What follows belongs to an exercise in optimizing a design on an open flow for small area; a production flow would make more cautious choices.
Only simulation tests tie the RTL to the original design; equivalence was not proved.
Power figures rest on the tool's default switching activity, not on a simulated workload.

==> design.v <==
module pc_next(
    input  wire        rstn,
    input  wire [29:0] pc,
    input  wire [15:0] imm,
    input  wire        br,
    input  wire        j,
    input  wire [25:0] tgt,
    output wire [29:0] nx
    );
    wire [16:0] tc;
    wire [15:0] t;
    assign t[0]  = ~(pc[0] ^ imm[0]);
    assign tc[1] = pc[0] | imm[0];
    genvar i;
    generate
        for (i = 1; i < 16; i = i + 1) begin : f
            add_fa u(.a(pc[i]), .b(imm[i]), .c(tc[i]), .s(t[i]), .co(tc[i+1]));
        end
    endgenerate
    wire [29:0] p;
    assign p[0] = 1'b1;
    generate
        for (i = 1; i < 30; i = i + 1) begin : a
            if (i == 16) begin : z
                assign p[i] = 1'b1;
            end else begin : n
                add_and2 u(.a(p[i-1]), .b(pc[i-1]), .y(p[i]));
            end
        end
    endgenerate
    wire ci = p[15] & pc[15];           
    wire c  = br ? tc[16] : ci;
    wire [15:0] lo = br ? t : (pc[15:0] ^ p[15:0]);
    wire [13:0] hi = pc[29:16] ^ ({14{c}} & p[29:16]);
    wire [29:0] n = {hi[13:10], j ? tgt : {hi[9:0], lo}};
    assign nx = rstn ? n : 30'h2FF00000;     
endmodule
module rf_o22i(input wire a1, input wire a2, input wire b1, input wire b2, output wire y);
    assign y = ~((a1 | a2) & (b1 | b2));
endmodule
module rf_a222i(input wire a1, input wire a2, input wire b1, input wire b2,
                input wire c1, input wire c2, output wire y);
    assign y = ~((a1 & a2) | (b1 & b2) | (c1 & c2));
endmodule
module rf_nand4(input wire a, input wire b, input wire c, input wire d, output wire y);
    assign y = ~(a & b & c & d);
endmodule
module rf_nand3(input wire a, input wire b, input wire c, output wire y);
    assign y = ~(a & b & c);
endmodule
module rf_nand2(input wire a, input wire b, output wire y);
    assign y = ~(a & b);
endmodule
module rf_nor2(input wire a, input wire b, output wire y);
    assign y = ~(a | b);
endmodule
module rf_and3(input wire a, input wire b, input wire c, output wire y);
    assign y = a & b & c;
endmodule
module rf_or3(input wire a, input wire b, input wire c, output wire y);
    assign y = a | b | c;
endmodule
module rf_o21a(input wire a, input wire b, input wire c, output wire y);
    assign y = (a | b) & c;
endmodule
module rf_or4(input wire a, input wire b, input wire c, input wire d, output wire y);
    assign y = a | b | c | d;
endmodule
module rf_xor2(input wire a, input wire b, output wire y);
    assign y = a ^ b;
endmodule
module rf_word(
    input  wire        clk,
    input  wire        we,
    input  wire        wen,
    input  wire [31:0] x,
    output reg  [31:0] s
    );
    wire [31:0] d;
    genvar k;
    generate
        for (k = 0; k < 32; k = k + 1) begin : b
            rf_o22i u(.a1(we), .a2(s[k]), .b1(wen), .b2(x[k]), .y(d[k]));
        end
    endgenerate
    always @(posedge clk)
        s <= d;
endmodule
module rf_rbit(
    input  wire [31:0] sel,
    input  wire [31:0] d,
    input  wire        inv,
    input  wire        phase,
    output wire        y
    );
    wire [10:0] u;
    wire [2:0]  p;
    wire        v;
    genvar k;
    generate
        for (k = 0; k < 10; k = k + 1) begin : a
            rf_a222i ua(.a1(sel[3*k]), .a2(d[3*k]), .b1(sel[3*k+1]), .b2(d[3*k+1]),
                        .c1(sel[3*k+2]), .c2(d[3*k+2]), .y(u[k]));
        end
    endgenerate
    rf_a222i ul(.a1(sel[30]), .a2(d[30]), .b1(sel[31]), .b2(d[31]), .c1(inv), .c2(phase), .y(u[10]));
    rf_nand4 n0(.a(u[0]), .b(u[1]), .c(u[2]), .d(u[3]), .y(p[0]));
    rf_nand4 n1(.a(u[4]), .b(u[5]), .c(u[6]), .d(u[7]), .y(p[1]));
    rf_nand3 n2(.a(u[8]), .b(u[9]), .c(u[10]), .y(p[2]));
    rf_or3   o (.a(p[0]), .b(p[1]), .c(p[2]), .y(v));
    rf_xor2  x (.a(v), .b(phase), .y(y));
endmodule
module rf_rdec(
    input  wire [4:0]  ra,
    input  wire [31:0] valid,
    output wire [31:0] sel,
    output wire        inv
    );
    wire [3:0] lo = 4'b1 << ra[1:0];
    wire [7:0] hi = 8'b1 << ra[4:2];
    genvar i;
    generate
        for (i = 0; i < 32; i = i + 1) begin : s
            rf_and3 u(.a(valid[i]), .b(lo[i % 4]), .c(hi[i / 4]), .y(sel[i]));
        end
    endgenerate
    wire [7:0] o;
    wire [1:0] h;
    generate
        for (i = 0; i < 8; i = i + 1) begin : r
            rf_or4 u(.a(sel[4*i]), .b(sel[4*i+1]), .c(sel[4*i+2]), .d(sel[4*i+3]), .y(o[i]));
        end
        for (i = 0; i < 2; i = i + 1) begin : q
            rf_or4 u(.a(o[4*i]), .b(o[4*i+1]), .c(o[4*i+2]), .d(o[4*i+3]), .y(h[i]));
        end
    endgenerate
    rf_nor2 un(.a(h[0]), .b(h[1]), .y(inv));
endmodule
module regfile(
    input  wire        clk,
    input  wire        rstn,
    input  wire        we,
    input  wire [4:0]  wa,
    input  wire [31:0] x,        
    input  wire [4:0]  ra1,
    input  wire [4:0]  ra2,
    output wire [31:0] rd1,
    output wire [31:0] rd2,
    output reg         phase
    );
    reg  [31:0] valid;
    wire [31:0] s [0:31];
    wire [3:0]  wl  = 4'b1 << wa[1:0];
    wire [7:0]  wh  = we ? (8'b1 << wa[4:2]) : 8'b0;
    wire [3:0]  wln = ~wl;
    wire [7:0]  whn = ~wh;
    wire [31:0] wsel, wseln, vnext;
    always @(posedge clk or negedge rstn) begin
        if (!rstn) phase <= 1'b0;
        else       phase <= ~phase;
    end
    always @(posedge clk)
        valid <= vnext;              
    genvar g, k;
    generate
        for (g = 0; g < 32; g = g + 1) begin : w
            rf_nor2  un(.a(whn[g / 4]), .b(wln[g % 4]), .y(wsel[g]));
            rf_nand2 ua(.a(wh[g / 4]),  .b(wl[g % 4]),  .y(wseln[g]));
            rf_o21a  uv(.a(valid[g]), .b(wsel[g]), .c(rstn), .y(vnext[g]));
            rf_word  u(.clk(clk), .we(wsel[g]), .wen(wseln[g]), .x(x), .s(s[g]));
        end
    endgenerate
    wire [31:0] sel1, sel2;
    wire        inv1, inv2;
    rf_rdec d1(.ra(ra1), .valid(valid), .sel(sel1), .inv(inv1));
    rf_rdec d2(.ra(ra2), .valid(valid), .sel(sel2), .inv(inv2));
    generate
        for (k = 0; k < 32; k = k + 1) begin : r
            wire [31:0] col;
            for (g = 0; g < 32; g = g + 1) begin : c
                assign col[g] = s[g][k];
            end
            rf_rbit u1(.sel(sel1), .d(col), .inv(inv1), .phase(phase), .y(rd1[k]));
            rf_rbit u2(.sel(sel2), .d(col), .inv(inv2), .phase(phase), .y(rd2[k]));
        end
    endgenerate
endmodule
module add_fa(input wire a, input wire b, input wire c, output wire s, output wire co);
    assign {co, s} = a + b + c;
endmodule
module add_ha(input wire a, input wire b, output wire s, output wire co);
    assign {co, s} = a + b;
endmodule
module add_and2(input wire a, input wire b, output wire y);
    assign y = a & b;
endmodule
module add_a21o(input wire a1, input wire a2, input wire b, output wire y);
    assign y = (a1 & a2) | b;
endmodule
module add_inc(input wire s, input wire c, input wire p, output wire y);
    assign y = s ^ (c & p);
endmodule
module add_blk #(parameter N = 4) (
    input  wire [N-1:0] a,
    input  wire [N-1:0] b,
    input  wire         cin,
    output wire [N-1:0] y,
    output wire         cout
    );
    wire [N:0]   c;
    wire [N-1:0] s;
    wire [N:0]   pre;
    add_ha h0(.a(a[0]), .b(b[0]), .s(s[0]), .co(c[1]));
    genvar i;
    generate
        for (i = 1; i < N; i = i + 1) begin : f
            add_fa u(.a(a[i]), .b(b[i]), .c(c[i]), .s(s[i]), .co(c[i+1]));
        end
    endgenerate
    assign pre[1] = s[0];
    generate
        for (i = 1; i < N; i = i + 1) begin : p
            add_and2 u(.a(pre[i]), .b(s[i]), .y(pre[i+1]));
        end
    endgenerate
    assign y[0] = s[0] ^ cin;
    generate
        for (i = 1; i < N; i = i + 1) begin : q
            add_inc u(.s(s[i]), .c(cin), .p(pre[i]), .y(y[i]));
        end
    endgenerate
    add_a21o uc(.a1(cin), .a2(pre[N]), .b(c[N]), .y(cout));
endmodule
module add32(
    input  wire [31:0] a,
    input  wire [31:0] b,
    output wire [31:0] y
    );
    wire [4:0] rc;
    wire [4:1] c;
    add_ha h0(.a(a[0]), .b(b[0]), .s(y[0]), .co(rc[1]));
    genvar i;
    generate
        for (i = 1; i < 4; i = i + 1) begin : r
            add_fa u(.a(a[i]), .b(b[i]), .c(rc[i]), .s(y[i]), .co(rc[i+1]));
        end
    endgenerate
    add_blk #(4) b1(.a(a[7:4]),   .b(b[7:4]),   .cin(rc[4]), .y(y[7:4]),   .cout(c[1]));
    add_blk #(5) b2(.a(a[12:8]),  .b(b[12:8]),  .cin(c[1]),  .y(y[12:8]),  .cout(c[2]));
    add_blk #(6) b3(.a(a[18:13]), .b(b[18:13]), .cin(c[2]),  .y(y[18:13]), .cout(c[3]));
    add_blk #(6) b4(.a(a[24:19]), .b(b[24:19]), .cin(c[3]),  .y(y[24:19]), .cout(c[4]));
    wire unused;
    add_blk #(7) b5(.a(a[31:25]), .b(b[31:25]), .cin(c[4]),  .y(y[31:25]), .cout(unused));
endmodule
module mycpu (
    input         rstn,
    input         clk,
    output [31:0] inst_rom_addr,
    input  [31:0] inst_rom_rdata,
    output [31:0] data_ram_addr,
    output [31:0] data_ram_wdata,
    output        data_ram_wen,
    input  [31:0] data_ram_rdata
    );
    wire [31:0] instr = inst_rom_rdata;
    wire [5:0]  op    = instr[31:26];
    wire [5:0]  func  = instr[5:0];
    wire [4:0]  rs    = instr[25:21];
    wire [4:0]  rt    = instr[20:16];
    wire [4:0]  rd    = instr[15:11];
    wire [15:0] imm   = instr[15:0];
    wire is_add = (op == 6'b000000) && (func == 6'b100000);
    wire is_lui = (op == 6'b001111);
    wire is_ori = (op == 6'b001101);
    wire is_nor = (op == 6'b000101);
    wire is_lw  = (op == 6'b100011);
    wire is_sw  = (op == 6'b101011);
    wire is_beq = (op == 6'b000100);
    wire is_j   = (op == 6'b000010);
    wire is_orn = is_ori | is_nor;
    wire is_mem = is_lw | is_sw;
    reg  [29:0] pc;
    assign inst_rom_addr = {pc, 2'b00};
    wire [31:0] a, b;
    wire [31:0] x;
    wire        phase;
    regfile _regfile(
        .clk(clk), .rstn(rstn),
        .we(is_add | is_lui | is_orn | is_lw),
        .wa(is_add ? rd : rt),
        .x(x),
        .ra1(rs), .ra2(rt),
        .rd1(a), .rd2(b),
        .phase(phase)
    );
    wire [31:0] sum;
    wire [31:0] imx = {{16{imm[15]}}, imm};
    wire [31:0] bsel;
    genvar i;
    generate
        for (i = 0; i < 32; i = i + 1) begin : bm
            cpu_o22a u(.a1(is_mem), .a2(b[i]), .b1(~is_mem), .b2(imx[i]), .y(bsel[i]));
        end
    endgenerate
    add32 _add(.a(a), .b(bsel), .y(sum));
    wire q = phase ^ is_nor;
    generate
        for (i = 0; i < 16; i = i + 1) begin : wl
            wire t, pn;
            cpu_or2   uo(.a(a[i]), .b(imm[i]), .y(t));
            cpu_a222i ua(.a1(is_lw), .a2(data_ram_rdata[i]), .b1(is_add), .b2(sum[i]),
                         .c1(is_orn), .c2(t), .y(pn));
            cpu_xnor2 ux(.a(pn), .b(q), .y(x[i]));
        end
        for (i = 16; i < 32; i = i + 1) begin : wh
            wire u, w, p;
            cpu_a222i ua(.a1(is_lw), .a2(data_ram_rdata[i]), .b1(is_add), .b2(sum[i]),
                         .c1(is_lui), .c2(imm[i-16]), .y(u));
            cpu_nand2 un(.a(is_orn), .b(a[i]), .y(w));
            cpu_nand2 up(.a(u), .b(w), .y(p));
            cpu_xor2  ux(.a(p), .b(q), .y(x[i]));
        end
    endgenerate
    assign data_ram_addr  = sum;
    assign data_ram_wdata = b;
    assign data_ram_wen   = is_sw;
    wire [29:0] pc_nx;
    pc_next _pcn(.rstn(rstn), .pc(pc), .imm(imm), .br(is_beq && (a == b)), .j(is_j),
                 .tgt(instr[25:0]), .nx(pc_nx));
    always @(posedge clk)
        pc <= pc_nx;
endmodule
module cpu_o22a(input wire a1, input wire a2, input wire b1, input wire b2, output wire y);
    assign y = (a1 | a2) & (b1 | b2);
endmodule
module cpu_or2(input wire a, input wire b, output wire y);
    assign y = a | b;
endmodule
module cpu_nand2(input wire a, input wire b, output wire y);
    assign y = ~(a & b);
endmodule
module cpu_xor2(input wire a, input wire b, output wire y);
    assign y = a ^ b;
endmodule
module cpu_a222i(input wire a1, input wire a2, input wire b1, input wire b2,
                 input wire c1, input wire c2, output wire y);
    assign y = ~((a1 & a2) | (b1 & b2) | (c1 & c2));
endmodule
module cpu_xnor2(input wire a, input wire b, output wire y);
    assign y = ~(a ^ b);
endmodule
==> flow/run.sh <==
#!/bin/bash
# Standard ORFS layout (the standard.sh, unchanged synthesis, floorplan,
# power grid and tap cells), with two layout settings changed:
#  - port buffers use sky130_fd_sc_hd__buf_1 instead of the default pick;
#  - clock tree: clkbuf_4 buffers, clusters of at most 8 sinks within 40 um,
#    no dummy loads.
# All tool output goes to standard.log in the work folder (and ORFS's own
# per-step logs under orfs/logs).
set -euo pipefail
cd "$(dirname "$0")/.."
bash standard.sh \
  "BUFFER_PORTS_ARGS=-buffer_cell sky130_fd_sc_hd__buf_1" \
  "CTS_ARGS=-sink_clustering_enable -repair_clock_nets -dont_use_dummy_load -buf_list sky130_fd_sc_hd__clkbuf_4 -sink_clustering_size 8 -sink_clustering_max_diameter 40" \
  finish > standard.log 2>&1
==> standard.sh <==
#!/bin/bash
# synth_recipe.tcl (not shown) runs the flow's synth.tcl, then flattens the netlist and writes it again
# the make line also repeats each setting of config.mk as NAME=value (left out here)
make -C /OpenROAD-flow-scripts/flow DESIGN_CONFIG=/design/flow/config.mk WORK_HOME=/design/flow/orfs CLKGATE_MAP_FILE= SYNTH_SCRIPT=/design/flow/synth_recipe.tcl "${@:-finish}"
==> config.mk <==
export PLATFORM = sky130hd
export DESIGN_NAME = mycpu
export DESIGN_NICKNAME = mycpu
export VERILOG_FILES = /design/flow/design.v
export SDC_FILE = /design/flow/constraint.sdc
export NUM_CORES = 8
export LEC_CHECK = 0
export CAP_MARGIN = 5
export CORE_MARGIN = 2
export CORE_UTILIZATION = 60
export CTS_BUF_LIST = sky130_fd_sc_hd__clkbuf_4
export PLACE_DENSITY = 0.75
export SETUP_SLACK_MARGIN = 0.3
export SLEW_MARGIN = 5
export SYNTH_HIERARCHICAL = 1
==> constraint.sdc <==
create_clock -name core_clock -period 13.0 [get_ports {clk}]
set_input_delay 2.6000 -clock core_clock [delete_from_list [all_inputs] [get_ports {clk}]]
set_output_delay 2.6000 -clock core_clock [all_outputs]
set_load 0.01 [all_outputs]
==> flow_metrics.tcl, run 1 <==
set metrics [dict create \
    r2r-end "_regfile.w[23].u.s[25]" \
    required_ps 10400 \
    instances_no_fill 5366 \
    gr-usage-all-layers_pct 57.4 \
    wl_per_cell_um 41.3 \
    finalCritPeriodShare_pct 97.4 \
    worst_slack_ps 341 \
    multiInputGateArea_sq_mm 0.0216 \
    critPathArrivalTime_ps 10060 \
    clk_latency_ps 1130 \
    r2r_slack_ps 3530 \
    cts_tree "done" \
    worstRegToRegCells 23 \
    drt_wl_total_um 222000 \
    final_layout_size_suffix_gt1_share_pct 10.3 \
    slowest_stage "a21o_1" \
    finClkSkew_ps 135 \
    layout_min_cycle_time_ps 12660 \
    vias 48800 \
    max_freq_mhz 79.0 \
    crit_chain "buf_1 -> and3b_2 -> and3_2 -> or4_1 -> or4_1 -> nor2_2 -> buf_4 -> a222oi_1 -> nand3_1 -> or3_1 -> xor2_1 -> o22a_1 -> ha_1 -> fa_1 -> fa_1 -> fa_1 -> fa_1 -> and2_1 -> a21o_1 -> a21o_1 -> a21o_1 -> nand2_1 -> xnor2_1 -> buf_1" \
    cts_made_buffers 169 \
    fp.dieW_um 272 \
    finalPower_mw 5.98 \
    syn_area_sq_mm 0.0429 \
    grt_max_degree 51 \
    crit_top_cell "fa_1" \
    cap_violations 1 \
    min_path_type "reg2reg" \
    vias_per_cell 9.09 \
    portBuffers 160 \
    slew_violations 35 \
    nNetsFinal 4515 \
    dp_cells 5179 \
    setup_viol 0 \
    start_util_pct 60.4 \
    worst-path-max-fanout 10 \
    root_buffer "clkbuf_4" \
    dp_slack_ps 732 \
    area_growth_pct 11.5 \
    holdPathStages 1 \
    p_per_area_mw_per_mm2 125 \
    p_leak_nw 16.7 \
    so.violations "capacitance limit, slew limit" \
    r2r-start "_regfile.valid[19]" \
    io_pins 163 \
    coreArea_sq_mm 0.0711 \
    end_kind "output port" \
    first_pass_iters 22 \
    place.gp.congestion 1.09 \
    cts_hold_buf 0 \
    postRouteAntennaNets 0 \
    clock-sinks 1087 \
    rsz0062_at_grt "no" \
    cp.buffers_inverters 3 \
    hp-start "_regfile.valid[13]" \
    n_fill_cell 5901 \
    antenna_found_initial 21 \
    grt_pass1_wl_um 309000 \
    dp_hpwl_um 127000 \
    worst_pin_slew_ps 1530 \
    overflow 0 \
    maxSlewHeadroom_pct -2.19 \
    cpPeakStageDelay_ps 710 \
    whs_ps 476 \
    cp-start-kind "input port" \
    synth.avg_cell_area_sq_um 11.0 \
    cts_htree_levels 4 \
    seqCellArea_sq_mm 0.0218 \
    clkTransAtPathRegs_ps 50 \
    drtIter0Drc 14400 \
    ir_worst_vdd_mv 0.0802 \
    die_y_um 272 \
    hold_viol 0 \
    die-area_sq_mm 0.0737 \
    crit_type "in2out" \
    first_global_vias 44300 \
    setup_tns_ps 0 \
    synth_cells 3900 \
    whs_endpoint "_regfile.valid[13]" \
    status "failed layout checks" \
    yosysWarnings 9 \
    crit_family "simple AND/OR/NAND/NOR gates" \
    fp-row-count 98 \
    clockBufferDepth 3 \
    drc 0 \
]
[area by class of cell]
class / instances / share of cell area [%]
Antenna cell: 18 / 0.0941
Multi-Input combinational cell: 2783 / 45.0
Inverter: 13 / 0.102
Sequential cell: 1087 / 45.5
Clock buffer: 169 / 2.65
Timing Repair Buffer: 346 / 4.17
Tap cell: 950 / 2.48
[power breakdown]
part           internal [mW]  switching [mW]
combinational          0.191           0.176
sequential              3.62           0.229
clock                  0.593            1.16
[per-layer routing]
layer	share of wire, %	global-route usage, %	wire, um	vias up
li1	-	-	-	18700
met1	32	68.6	70600	22900
met2	37	73.7	81100	5564
met3	21	34.3	45600	1676
met4	11	43.1	23800	18
met5	0.26	6.61	584	-
[per-stage QoR]
step | util [%] | instance area [sq um]
2_1_floorplan | - | 42900
3_3_place_gp | 65.5 | 46600
3_5_place_dp | 65.5 | 46600
4_1_cts | 67.3 | 47800
5_1_grt | 67.3 | 47800
6_report | 67.3 | 47900
[flip-flops by register name (all words and copies together) (netlist names)]
| register | cells |
|---|---|
| _regfile.phase | 1 |
| _regfile.valid | 32 |
| _regfile.w.u.s | 1024 |
| pc | 30 |
[layout by cell type (no fill, tap or decap), types with 35 or more instances in the layout]
| cell | n |
|---|---|
| buf_1 | 159 |
| nand4_1 | 136 |
| dfxtp_1 | 1086 |
| buf_4 | 186 |
| nand2_1 | 109 |
| and3_1 | 64 |
| nand3_1 | 68 |
| xor2_1 | 114 |
| clkbuf_4 | 169 |
| o21ai_0 | 35 |
| o22ai_1 | 1024 |
| a222oi_1 | 736 |
| or3_1 | 65 |
| and2_1 | 55 |
| fa_1 | 41 |
[worst max path at each step]
stage,from,endpoint,slack [ps],cells past startpoint
floorplan,inst_rom_rdata[18],data_ram_addr[26],850,21
global placement,inst_rom_rdata[20],data_ram_addr[30],870,24
detailed placement,inst_rom_rdata[23],data_ram_addr[26],730,23
CTS,inst_rom_rdata[23],data_ram_addr[26],700,23
global route,inst_rom_rdata[20],data_ram_addr[26],340,24
finish,inst_rom_rdata[20],data_ram_addr[26],340,24
[timing repair]
item,4_1_cts,5_1_grt
buffers inserted,0,0
resized for setup,0,1
endpoints found under the setup margin,0,5
==> run 2, diff against run 1 <==
--- a/config.mk
+++ b/config.mk
@@ -7,9 +7,9 @@
 export LEC_CHECK = 0
-export CAP_MARGIN = 5
+export CAP_MARGIN = 10
 export CORE_MARGIN = 2
-export CORE_UTILIZATION = 60
+export CORE_UTILIZATION = 50
 export CTS_BUF_LIST = sky130_fd_sc_hd__clkbuf_4
-export PLACE_DENSITY = 0.75
+export PLACE_DENSITY = 0.8
 export SETUP_SLACK_MARGIN = 0.3
-export SLEW_MARGIN = 5
+export SLEW_MARGIN = 10
 export SYNTH_HIERARCHICAL = 1
==> flow_metrics.tcl, run 2 <==
set metrics [dict create \
    post-cts-setup-buffers 0 \
    top_register "_regfile.w.u.s" \
    cp-start-kind "input port" \
    clk_latency_ps 1130 \
    dp_hpwl_um 116000 \
    drtIter0Drc 11900 \
    io_pins 163 \
    min_path_type "reg2reg" \
    root_buffer "clkbuf_4" \
    clockBufferDepth 3 \
    grt_max_degree 52 \
    yosysWarnings 9 \
    ir_worst_vdd_mv 0.0542 \
    stdcell_area_sq_mm 0.0479 \
    final_common_cell "dfxtp_1" \
    crit_start "inst_rom_rdata[20]" \
    die_y_um 297 \
    dp_cells 5356 \
    final_util_pct 56.3 \
    whs_ps 485 \
    syn_area_sq_mm 0.0429 \
    finClkSkew_ps 134 \
    antenna_found_initial 15 \
    largestRegisters "_regfile.w.u.s: 1024 flops, _regfile.valid: 32 flops, pc: 30 flops" \
    worstRegToRegCells 25 \
    end_kind "output port" \
    critPathArrivalTime_ps 10100 \
    place.gp.congestion 1.06 \
    pwr-share-clk_pct 28.9 \
    gr-usage-all-layers_pct 43.3 \
    crit_chain "buf_1 -> and3b_2 -> and3_1 -> or4_1 -> or4_1 -> nor2_2 -> buf_4 -> a222oi_1 -> nand3_1 -> or3_1 -> xor2_1 -> o22a_1 -> ha_1 -> fa_1 -> fa_1 -> fa_1 -> fa_1 -> and2_1 -> a21o_1 -> buf_4 -> nand2_1 -> xnor2_1 -> buf_1" \
    area_growth_pct 11.6 \
    p_seq_share_pct 64.8 \
    wl_per_cell_um 36.8 \
    status "complete, no violations" \
    coreArea_sq_mm 0.0851 \
    drc 0 \
    fp-row-count 107 \
    vias_per_cell 8.54 \
    slowest_stage "xnor2_1" \
    whs_endpoint "_regfile.w[1].u.s[7]" \
    start_util_pct 50.4 \
    layout_min_cycle_time_ps 12700 \
    cp.buffers_inverters 4 \
    p_per_area_mw_per_mm2 124 \
    portBuffers 160 \
    vias 47300 \
    r2r-end "_regfile.w[16].u.s[26]" \
    worst-path-max-fanout 17 \
    instances_no_fill 5532 \
    holdPathStages 1 \
    first_pass_iters 22 \
    setup_viol 0 \
    grt_pass1_wl_um 288000 \
    worst_slack_ps 301 \
    synth_cells 3900 \
    placed_cell_area_sq_mm 0.0467 \
    hold_viol 0 \
    rsz0062_at_grt "no" \
    drt_wl_total_um 204000 \
    required_ps 10400 \
    p_sw_mw 1.56 \
    finalCritPeriodShare_pct 97.7 \
    die-area_sq_mm 0.0882 \
    clock-sinks 1087 \
    final_cell_mix "dfxtp_1 (1086), o22ai_1 (1024), a222oi_1 (736), buf_4 (169), clkbuf_4 (160)" \
    crit_top_cell "fa_1" \
    finalPower_mw 5.94 \
    switching_share_pct 26.2 \
    dp_slack_ps 477 \
    combPwrFrac_pct 6.3 \
    cpPeakStageDelay_ps 750 \
    crit_type "in2out" \
    cap_violations 0 \
    largest_reg_flops 1024 \
    fp.dieW_um 297 \
    final_layout_size_suffix_gt1_share_pct 9.81 \
    postRouteAntennaNets 0 \
    setup_tns_ps 0 \
    p_int_mw 4.38 \
    max_freq_mhz 78.7 \
    cts_tree "done" \
    r2r-start "_regfile.valid[13]" \
    overflow 0 \
    slew_violations 0 \
    crit_family "simple AND/OR/NAND/NOR gates" \
    cts_htree_levels 4 \
    clkTransAtPathRegs_ps 80 \
    maxSlewHeadroom_pct 7.80 \
    synth.avg_cell_area_sq_um 11.0 \
    cts_made_buffers 160 \
    hp-start "_regfile.w[1].u.s[7]" \
    nNetsFinal 4490 \
    p_leak_nw 16.6 \
    r2r_slack_ps 3690 \
    worst_pin_slew_ps 1380 \
    first_global_vias 44200 \
]
run 2: power by group through the flow:
stage                     combinational [mW]  sequential, mW  clock [mW]
final                                  0.373            3.85        1.71
after global routing                   0.394            3.88        1.82
after floorplan                        0.254            3.86           0
after global placement                 0.340            3.89           0
after CTS                              0.357            3.83        1.68
after detailed placement               0.358            3.91           0
run 2: routing by layer:
metal / up-vias / routed length [um] / track usage, % / part of all wire [%]
met5: - / 379 / 2.81 / 0.19
met1: 22000 / 66900 / 53.2 / 33
met4: 17 / 18700 / 32.0 / 9.2
met2: 5246 / 75900 / 56.2 / 37
met3: 1369 / 41700 / 23.2 / 20
li1: 18700 / - / - / -
run 2: area by class of cell:
| cell class | count | area (sq um) |
|---|---|---|
| tap | 1144 | 1430 |
| inverter | 13 | 48.8 |
| antenna | 15 | 37.5 |
| multi-input combinational | 2783 | 21600 |
| fill | 7474 | 37200 |
| clock buffer | 160 | 1200 |
| sequential | 1087 | 21800 |
| timing repair buffer | 330 | 1900 |
run 2: how the worst max path moves through the flow:
stage / end / cells after the start / slack [ps]
2_1_floorplan: data_ram_addr[26] / 21 / 850
3_3_place_gp: data_ram_addr[26] / 24 / 550
3_5_place_dp: data_ram_addr[26] / 24 / 480
4_1_cts: data_ram_addr[26] / 24 / 460
5_1_grt: data_ram_addr[26] / 24 / 380
6_report: data_ram_addr[14] / 23 / 300
run 2: repair_timing:
item | CTS | global route
gates resized for setup | 0 | 2
endpoints found under the setup margin | 0 | 7
hold endpoints to repair | 0 | 0
hold buffers | 0 | 0
==> run 3, diff against run 2 <==
--- a/config.mk
+++ b/config.mk
@@ -11,3 +11,3 @@
 export CTS_BUF_LIST = sky130_fd_sc_hd__clkbuf_4
-export PLACE_DENSITY = 0.8
+export PLACE_DENSITY = 0.7
 export SETUP_SLACK_MARGIN = 0.3
==> flow_metrics.tcl, run 3 <==
set metrics [dict create \
    overflow 0 \
    final_cell_mix "dfxtp_1 (1086), o22ai_1 (1024), a222oi_1 (736), buf_4 (189), clkbuf_4 (166)" \
    grt_max_degree 60 \
    grt_pass1_wl_um 296000 \
    max_freq_mhz 79.9 \
    rsz0062_at_grt "no" \
    finalCritPeriodShare_pct 96.3 \
    worst_pin_slew_ps 1370 \
    slowest_stage "or4_1" \
    synth_cells 3900 \
    clockBufferDepth 3 \
    final_common_cell "dfxtp_1" \
    cpPeakStageDelay_ps 580 \
    place.gp.congestion 1.03 \
    ir_worst_vdd_mv 0.0828 \
    cap_violations 0 \
    clkTransAtPathRegs_ps 80 \
    cts_htree_levels 4 \
    whs_ps 480 \
    crit_chain "buf_1 -> and3b_2 -> and3_2 -> or4_1 -> or4_1 -> nor2_4 -> buf_4 -> a222oi_1 -> nand3_1 -> or3_1 -> xor2_1 -> o22a_1 -> fa_1 -> fa_1 -> fa_1 -> fa_1 -> and2_1 -> a21o_1 -> a21o_1 -> a21o_2 -> nand2_1 -> xnor2_1 -> buf_1" \
    clock-sinks 1087 \
    crit_type "in2out" \
    critPathArrivalTime_ps 9920 \
    cts_tree "done" \
    vias 47100 \
    fp.dieW_um 297 \
    antenna_found_initial 15 \
    min_path_type "reg2reg" \
    instances_no_fill 5562 \
    setup_tns_ps 0 \
    nNetsFinal 4516 \
    first_pass_iters 15 \
    vias_per_cell 8.47 \
    hold_viol 0 \
    multiInputGateArea_sq_mm 0.0216 \
    n_fill_cell 7656 \
    largestRegisters "_regfile.w.u.s: 1024 flops, _regfile.valid: 32 flops, pc: 30 flops" \
    final_layout_size_suffix_gt1_share_pct 11.5 \
    cp-start-kind "input port" \
    portBuffers 160 \
    status "complete, no violations" \
    layout_min_cycle_time_ps 12520 \
    crit_family "simple AND/OR/NAND/NOR gates" \
    die_y_um 297 \
    finClkSkew_ps 111 \
    seqCellArea_sq_mm 0.0218 \
    fp-row-count 107 \
    cts_hold_buf 0 \
    root_buffer "clkbuf_4" \
    start_util_pct 50.4 \
    cp.buffers_inverters 3 \
    top_register "_regfile.w.u.s" \
    dp_hpwl_um 120000 \
    wl_per_cell_um 37.7 \
    drtIter0Drc 12100 \
    slew_violations 0 \
    clk_latency_ps 1160 \
    die-area_sq_mm 0.0882 \
    dp_slack_ps 553 \
    setup_viol 0 \
    end_kind "output port" \
    drt_wl_total_um 210000 \
    yosysWarnings 9 \
    required_ps 10400 \
    area_growth_pct 12.2 \
    drc 0 \
    p_leak_nw 16.7 \
    p_per_area_mw_per_mm2 124 \
    postRouteAntennaNets 0 \
    worst-path-max-fanout 14 \
    first_global_vias 44000 \
    cts_made_buffers 166 \
    gr-usage-all-layers_pct 45.0 \
    largest_reg_flops 1024 \
    dp_cells 5376 \
    io_pins 163 \
    coreArea_sq_mm 0.0851 \
    syn_area_sq_mm 0.0429 \
    finalPower_mw 5.96 \
    maxSlewHeadroom_pct 8.20 \
    worst_slack_ps 485 \
    crit_top_cell "fa_1" \
    synth.avg_cell_area_sq_um 11.0 \
]
==> run 3: cell count changes in the layout (fill, tap and decap cells not counted), sizes merged <==
cell,before,now
diode,15,19
buf,329,349
clkbuf,161,167
==> run 3: power by group <==
group	switching (mW)	internal [mW]
Clock	1.16	0.584
Combinational	0.178	0.193
Sequential	0.223	3.62
==> run 3: layout make-up <==
| class | count | area share [%] |
|---|---|---|
| Antenna cell | 19 | 0.0986 |
| Clock buffer | 166 | 2.59 |
| Inverter | 13 | 0.101 |
| Multi-Input combinational cell | 2783 | 44.8 |
| Sequential cell | 1087 | 45.2 |
| Tap cell | 1144 | 2.97 |
| Timing Repair Buffer | 350 | 4.23 |
==> run 3: metrics by stage <==
stage	util [%]	instance area [sq um]
floorplan	-	42900
global placement	55.1	46900
detailed placement	55.1	46900
CTS	56.5	48100
global route	56.6	48200
finish	56.6	48200
==> run 3: repair_timing <==
action                                 in CTS  in global routing
setup endpoints to repair                   0                  7
resized for setup                           0                  2
endpoints found under the hold margin       0                  0
setup buffers                               0                  0
==> run 3: path summary, 6_finish.rpt <==
check | startpoint | to | slack (ps) | cells past startpoint
max | inst_rom_rdata[19] | data_ram_addr[26] | 480 | 23
min | _regfile.valid[11] | _regfile.valid[11] | 480 | 1
max reg2reg | _regfile.valid[13] | _regfile.w[0].u.s[26] | 4220 | 25
min reg2reg | _regfile.valid[11] | _regfile.valid[11] | 480 | 1
max in group asynchronous | rstn | _regfile.phase | 10660 | 1
min in group asynchronous | rstn | _regfile.phase | 1650 | 1
==> run 3: per-layer routing <==
layer | up-vias | wire length (um) | track usage (%) | part of all wire (%)
met5 | - | 65 | 0 | 0.031
met3 | 1164 | 40800 | 21.7 | 19
met1 | 22300 | 70900 | 56.2 | 34
met4 | 10 | 18400 | 32.7 | 8.8
li1 | 18700 | - | - | -
met2 | 4930 | 79600 | 59.7 | 38
==> run 4, diff against run 3 <==
==> flow/run.sh (replaced) <==
#!/bin/bash
# Standard ORFS layout (the standard.sh, unchanged synthesis, floorplan,
# power grid and tap cells), with two layout settings changed:
#  - port buffers use sky130_fd_sc_hd__buf_1 instead of the default pick;
#  - clock tree: clkbuf_4 buffers, clusters of at most 9 sinks within 45 um,
#    no dummy loads.
# All tool output goes to standard.log in the work folder (and ORFS's own
# per-step logs under orfs/logs).
set -euo pipefail
cd "$(dirname "$0")/.."
bash standard.sh \
  "BUFFER_PORTS_ARGS=-buffer_cell sky130_fd_sc_hd__buf_1" \
  "CTS_ARGS=-sink_clustering_enable -repair_clock_nets -dont_use_dummy_load -buf_list sky130_fd_sc_hd__clkbuf_4 -sink_clustering_size 9 -sink_clustering_max_diameter 45" \
  finish > standard.log 2>&1
==> flow_metrics.tcl, run 4 <==
set metrics [dict create \
    worst_pin_slew_ps 1420 \
    first_pass_iters 14 \
    area_growth_pct 12.0 \
    top_layer_used "met5" \
    drc 0 \
    status "complete, no violations" \
    p_per_area_mw_per_mm2 122 \
    syn_area_sq_mm 0.0429 \
    r2r_slack_ps 4160 \
    final_common_cell "dfxtp_1" \
    largestRegisters "_regfile.w.u.s: 1024 flops, _regfile.valid: 32 flops, pc: 30 flops" \
    critPathArrivalTime_ps 9920 \
    m1WireLength_um 70000 \
    yosysWarnings 9 \
    overflow 0 \
    vias_per_cell 8.43 \
    wl_met2_um 79600 \
    required_ps 10400 \
    cp.buffers_inverters 3 \
    synth.avg_cell_area_sq_um 11.0 \
    largest_reg_flops 1024 \
    setup_viol 0 \
    antenna_found_initial 18 \
    crit_top_cell "fa_1" \
    worst-path-max-fanout 14 \
    cpPeakStageDelay_ps 580 \
    min_path_type "reg2reg" \
    finClkSkew_ps 88.1 \
    place.gp.congestion 1.03 \
    portBuffers 160 \
    drtIter0Drc 12100 \
    finalCritPeriodShare_pct 96.3 \
    clkTransAtPathRegs_ps 100 \
    finalPower_mw 5.89 \
    die-area_sq_mm 0.0882 \
    clockBufferDepth 3 \
    postRouteAntennaNets 0 \
    slowest_stage "or4_1" \
    crit_chain "buf_1 -> and3b_2 -> and3_2 -> or4_1 -> or4_1 -> nor2_4 -> buf_4 -> a222oi_1 -> nand3_1 -> or3_1 -> xor2_1 -> o22a_1 -> fa_1 -> fa_1 -> fa_1 -> fa_1 -> and2_1 -> a21o_1 -> a21o_1 -> a21o_2 -> nand2_1 -> xnor2_1 -> buf_1" \
    clk_latency_ps 1150 \
    fp-row-count 107 \
    slew_violations 0 \
    end_kind "output port" \
    n_fill_cell 7658 \
    max_freq_mhz 79.8 \
    die_y_um 297 \
    top_register "_regfile.w.u.s" \
    multiInputGateArea_sq_mm 0.0216 \
    crit_family "simple AND/OR/NAND/NOR gates" \
    first_global_vias 43900 \
    final_cell_mix "dfxtp_1 (1086), o22ai_1 (1024), a222oi_1 (736), buf_4 (188), buf_1 (159)" \
    seqCellArea_sq_mm 0.0218 \
    wl_per_cell_um 37.7 \
    ir_worst_vdd_mv 0.0890 \
    hold_viol 0 \
    layout_min_cycle_time_ps 12520 \
    drt_wl_total_um 209000 \
    grt_pass1_wl_um 295000 \
    start_util_pct 50.4 \
    fp.dieW_um 297 \
    cp-start-kind "input port" \
    crit_type "in2out" \
    final_layout_size_suffix_gt1_share_pct 11.1 \
    cap_violations 0 \
    rsz0062_at_grt "no" \
    maxSlewHeadroom_pct 4.76 \
    cts_made_buffers 149 \
    coreArea_sq_mm 0.0851 \
    nNetsFinal 4499 \
    vias 46800 \
    dp_hpwl_um 120000 \
    clock-sinks 1087 \
    setup_tns_ps 0 \
    root_buffer "clkbuf_4" \
    synth_cells 3900 \
    grt_max_degree 60 \
    p_leak_nw 16.6 \
    cts_htree_levels 4 \
    wl_met3_um 40500 \
    io_pins 163 \
    cts_tree "done" \
    gr-usage-all-layers_pct 45.0 \
]
[run 4: what timing repair did]
item / 4_1_cts / 5_1_grt
setup endpoints to repair: 0 / 7
gates resized for setup: 0 / 2
setup buffers: 0 / 0
hold buffers: 0 / 0
endpoints found under the hold margin: 0 / 0
[run 4: per-layer routing]
layer  vias up  global-route usage (%)
li1      18700                       -
met1     21900                    55.9
met2      4991                    60.0
met3      1152                    22.1
met4        14                    32.1
met5         -                       0
[run 4: through the flow]
| step | worst slack, ps | instance area (sq um) | hold slack (ps) | utilization [%] | instances |
|---|---|---|---|---|---|
| 2_1_floorplan | 846 | 42900 | 434 | - | 3902 |
| 3_5_place_dp | 553 | 46900 | 459 | 55.1 | 5376 |
| 3_3_place_gp | 616 | 46900 | 461 | 55.1 | 5376 |
| 4_1_cts | 527 | 48000 | 481 | 56.4 | 5525 |
| 6_report | 476 | 48100 | 482 | 56.5 | 5554 |
| 5_1_grt | 404 | 48000 | 497 | 56.4 | 5530 |
[run 4: layout make-up]
| class | instances | share of cell area (%) |
|---|---|---|
| flip-flops and latches | 1087 | 45.2 |
| multi-input cells | 2783 | 44.9 |
| repair buffers | 350 | 4.27 |
| well taps | 1144 | 2.98 |
| clock buffers | 149 | 2.33 |
| diodes | 28 | 0.146 |
| inverters | 13 | 0.101 |
[run 4: worst paths after layout]
| kind | cells after the start | start | end |
|---|---|---|---|
| worst max register to register | 25 | _regfile.valid[12] | _regfile.w[15].u.s[26] |
| worst min-delay path | 1 | _regfile.valid[11] | _regfile.valid[11] |
| worst min register to register | 1 | _regfile.valid[11] | _regfile.valid[11] |
| max in group asynchronous | 1 | rstn | _regfile.phase |
| min in group asynchronous | 1 | rstn | _regfile.phase |
| worst max-delay path | 23 | inst_rom_rdata[19] | data_ram_addr[26] |
[run 4: worst reg2reg max path: stages, from the launching register on]
cell and delay (ps):
dfxtp_1 430, and3_2 260, or4_1 520, or4_1 570
nor2_4 380, buf_4 340, a222oi_1 130, nand3_1 110
or3_1 110, xor2_1 100, o22a_1 260, fa_1 420
fa_1 400, fa_1 410, fa_1 530, and2_1 140
a21o_1 550, a21o_1 350, a21o_2 450, nand2_1 140
xnor2_1 180, a222oi_1 890, nand2_1 230, xor2_2 160
buf_4 380, o22ai_1 180
[run 4: report_power, final]
group	internal, mW	leakage, nW	switching [mW]	total [mW]
Combinational	0.193	6.18	0.177	0.371
Sequential	3.62	9.72	0.223	3.85
Clock	0.526	0.686	1.15	1.67
Total	4.34	16.6	1.55	5.89
==> run 5, diff against run 4 <==
--- a/config.mk
+++ b/config.mk
@@ -7,3 +7,3 @@
 export LEC_CHECK = 0
-export CAP_MARGIN = 10
+export CAP_MARGIN = 5
 export CORE_MARGIN = 2
@@ -11,5 +11,5 @@
 export CTS_BUF_LIST = sky130_fd_sc_hd__clkbuf_4
-export PLACE_DENSITY = 0.7
+export PLACE_DENSITY = 0.6
 export SETUP_SLACK_MARGIN = 0.3
-export SLEW_MARGIN = 10
+export SLEW_MARGIN = 5
 export SYNTH_HIERARCHICAL = 1
==> flow_metrics.tcl, run 5 <==
set metrics [dict create \
    status "failed layout checks" \
    so.violations "capacitance limit, slew limit" \
    setup_tns_ps 0 \
    clockBufferDepth 3 \
    slew_violations 6 \
    gr-usage-all-layers_pct 50.0 \
    cts_htree_levels 4 \
    p_per_area_mw_per_mm2 123 \
    start_util_pct 50.4 \
    cts_hold_buf 0 \
    final_layout_size_suffix_gt1_share_pct 10.7 \
    clock-sinks 1087 \
    clkTransAtPathRegs_ps 100 \
    die-area_sq_mm 0.0882 \
    vias_per_cell 8.60 \
    wl_per_cell_um 42.0 \
    overflow 0 \
    holdPathStages 1 \
    drc 0 \
    dp_hpwl_um 132000 \
    worstRegToRegCells 24 \
    finClkSkew_ps 126 \
    cts_made_buffers 151 \
    finalPower_mw 5.92 \
    postRouteAntennaNets 0 \
    max_freq_mhz 81.1 \
    post-cts-setup-buffers 0 \
    final_common_cell "dfxtp_1" \
    grt_pass1_wl_um 321000 \
    maxSlewHeadroom_pct -2.27 \
    min_path_type "reg2reg" \
    crit_type "in2out" \
    largest_reg_flops 1024 \
    syn_area_sq_mm 0.0429 \
    area_growth_pct 12.0 \
    portBuffers 160 \
    synth_cells 3900 \
    layout_min_cycle_time_ps 12330 \
    cts_tree "done" \
    worst-path-max-fanout 19 \
    ir_worst_vdd_mv 0.0918 \
    instances_no_fill 5535 \
    end_kind "output port" \
    drtIter0Drc 12100 \
    vias 47600 \
    n_fill_cell 7793 \
    first_global_vias 44000 \
    first_pass_iters 17 \
    final_cell_mix "dfxtp_1 (1086), o22ai_1 (1024), a222oi_1 (736), buf_4 (184), buf_1 (159)" \
    die_y_um 297 \
    top_register "_regfile.w.u.s" \
    fp.dieW_um 297 \
    io_pins 163 \
    hold_viol 0 \
    dp_cells 5372 \
    cap_violations 1 \
    rsz0062_at_grt "no" \
    clk_latency_ps 1160 \
    cts_resized 0 \
    finalCritPeriodShare_pct 94.8 \
    place.gp.congestion 1.05 \
    largestRegisters "_regfile.w.u.s: 1024 flops, _regfile.valid: 32 flops, pc: 30 flops" \
    cp-start-kind "input port" \
    p_leak_nw 16.6 \
    root_buffer "clkbuf_4" \
    drt_wl_total_um 233000 \
    required_ps 10400 \
    critPathArrivalTime_ps 9730 \
    yosysWarnings 9 \
    fp-row-count 107 \
    synth.avg_cell_area_sq_um 11.0 \
    coreArea_sq_mm 0.0851 \
    setup_viol 0 \
    nNetsFinal 4496 \
    worst_pin_slew_ps 1530 \
    grt_max_degree 101 \
    antenna_found_initial 26 \
]
==> run 5: layout make-up <==
cell class	count	area, sq um	share of cell area (%)
flip-flops and latches	1087	21800	45.3
multi-input cells	2783	21700	45.1
well taps	1144	1430	2.98
repair buffers	345	2000	4.16
diodes	12	30.0	0.0624
inverters	13	48.8	0.101
clock buffers	151	1130	2.36
==> run 5: final timing paths <==
path | slack (ps) | to | from
setup reg to reg | 3690 | _regfile.w[7].u.s[27] | _regfile.valid[21]
hold / removal | 490 | _regfile.w[4].u.s[16] | _regfile.w[4].u.s[16]
setup / recovery | 670 | data_ram_addr[27] | inst_rom_rdata[19]
hold reg to reg | 490 | _regfile.w[4].u.s[16] | _regfile.w[4].u.s[16]
max in group asynchronous | 10670 | _regfile.phase | rstn
min in group asynchronous | 1640 | _regfile.phase | rstn
==> run 5: report_power, final <==
| group | leakage [nW] | total [mW] | switching [mW] | internal, mW |
|---|---|---|---|---|
| sequential | 9.72 | 3.85 | 0.222 | 3.62 |
| combinational | 6.19 | 0.363 | 0.172 | 0.192 |
| clock | 0.695 | 1.71 | 1.17 | 0.533 |
| total | 16.6 | 5.92 | 1.57 | 4.35 |
==> run 5: worst max-delay path: stages <==
cell and delay, ps:
buf_1 310, and3b_2 290, and3_2 220, or4_1 520, or4_1 580, nor2_4 180
buf_4 400, buf_4 340, a222oi_1 140, nand3_1 250, or3_1 160, xor2_1 170
o22a_1 300, fa_1 430, fa_1 400, fa_1 530, and2_1 130, a21o_1 290
a21o_1 330, a21o_1 440, nand2_1 120, xnor2_1 350, buf_1 190
==> run 5: stage by stage <==
stage          util (%)  cell area, sq um  setup slack [ps]  hold slack, ps
5_1_grt            56.5             48100               474             498
3_3_place_gp       55.1             46900               997             462
4_1_cts            56.5             48100               833             484
2_1_floorplan         -             42900               846             434
3_5_place_dp       55.1             46900               828             463
6_report           56.5             48100               675             486
==> run 5: layer usage <==
metal | global-route usage [%] | share of wire, % | up-vias
li1 | - | - | 18700
met1 | 60.9 | 34 | 22700
met2 | 66.2 | 38 | 4871
met3 | 25.3 | 19 | 1308
met4 | 38.7 | 9.6 | 22
met5 | 1.62 | 0.14 | -

-- re-timing with driven ports --
The results above use ideal ports. As a check the final layouts listed here were re-extracted and re-timed, cells and wires unchanged.
Step 1 sets driving cells, clkbuf_16 on the clock port and buf_2 on the other inputs (assumed; they add their load-dependent delay and slew).
Step 2 adds t to the input delays and takes it off the output delays; t is the mean of the earliest and latest rising clock arrival at the registers after step 1. Input paths then give back, and output paths get back, about the clock's delay inside the block.
Three values: ideal ports, drivers, drivers and shift; two values: the first two.
| run | shift t [ns] | setup WS [ns] | latest minus earliest clock arrival (ns) | slew at the worst register clock pin (ns) | pins driven straight from the clock port |
|---|---|---|---|---|---|
| run 1 | 1.130 | 0.341 / 0.309 / 0.309 | 0.135 / 0.135 | 0.11 / 0.11 | 1 |
| run 2 | 1.134 | 0.301 / 0.273 / 0.273 | 0.134 / 0.134 | 0.10 / 0.10 | 1 |
| run 3 | 1.170 | 0.485 / 0.459 / 0.459 | 0.110 / 0.111 | 0.10 / 0.10 | 1 |
| run 4 | 1.165 | 0.476 / 0.450 / 0.450 | 0.088 / 0.088 | 0.12 / 0.12 | 1 |
| run 5 | 1.164 | 0.675 / 0.647 / 0.647 | 0.126 / 0.127 | 0.12 / 0.12 | 1 |
The setup slack of run 1, which loses most, moves by -0.032 ns with the drivers and by -0.032 ns with both steps.
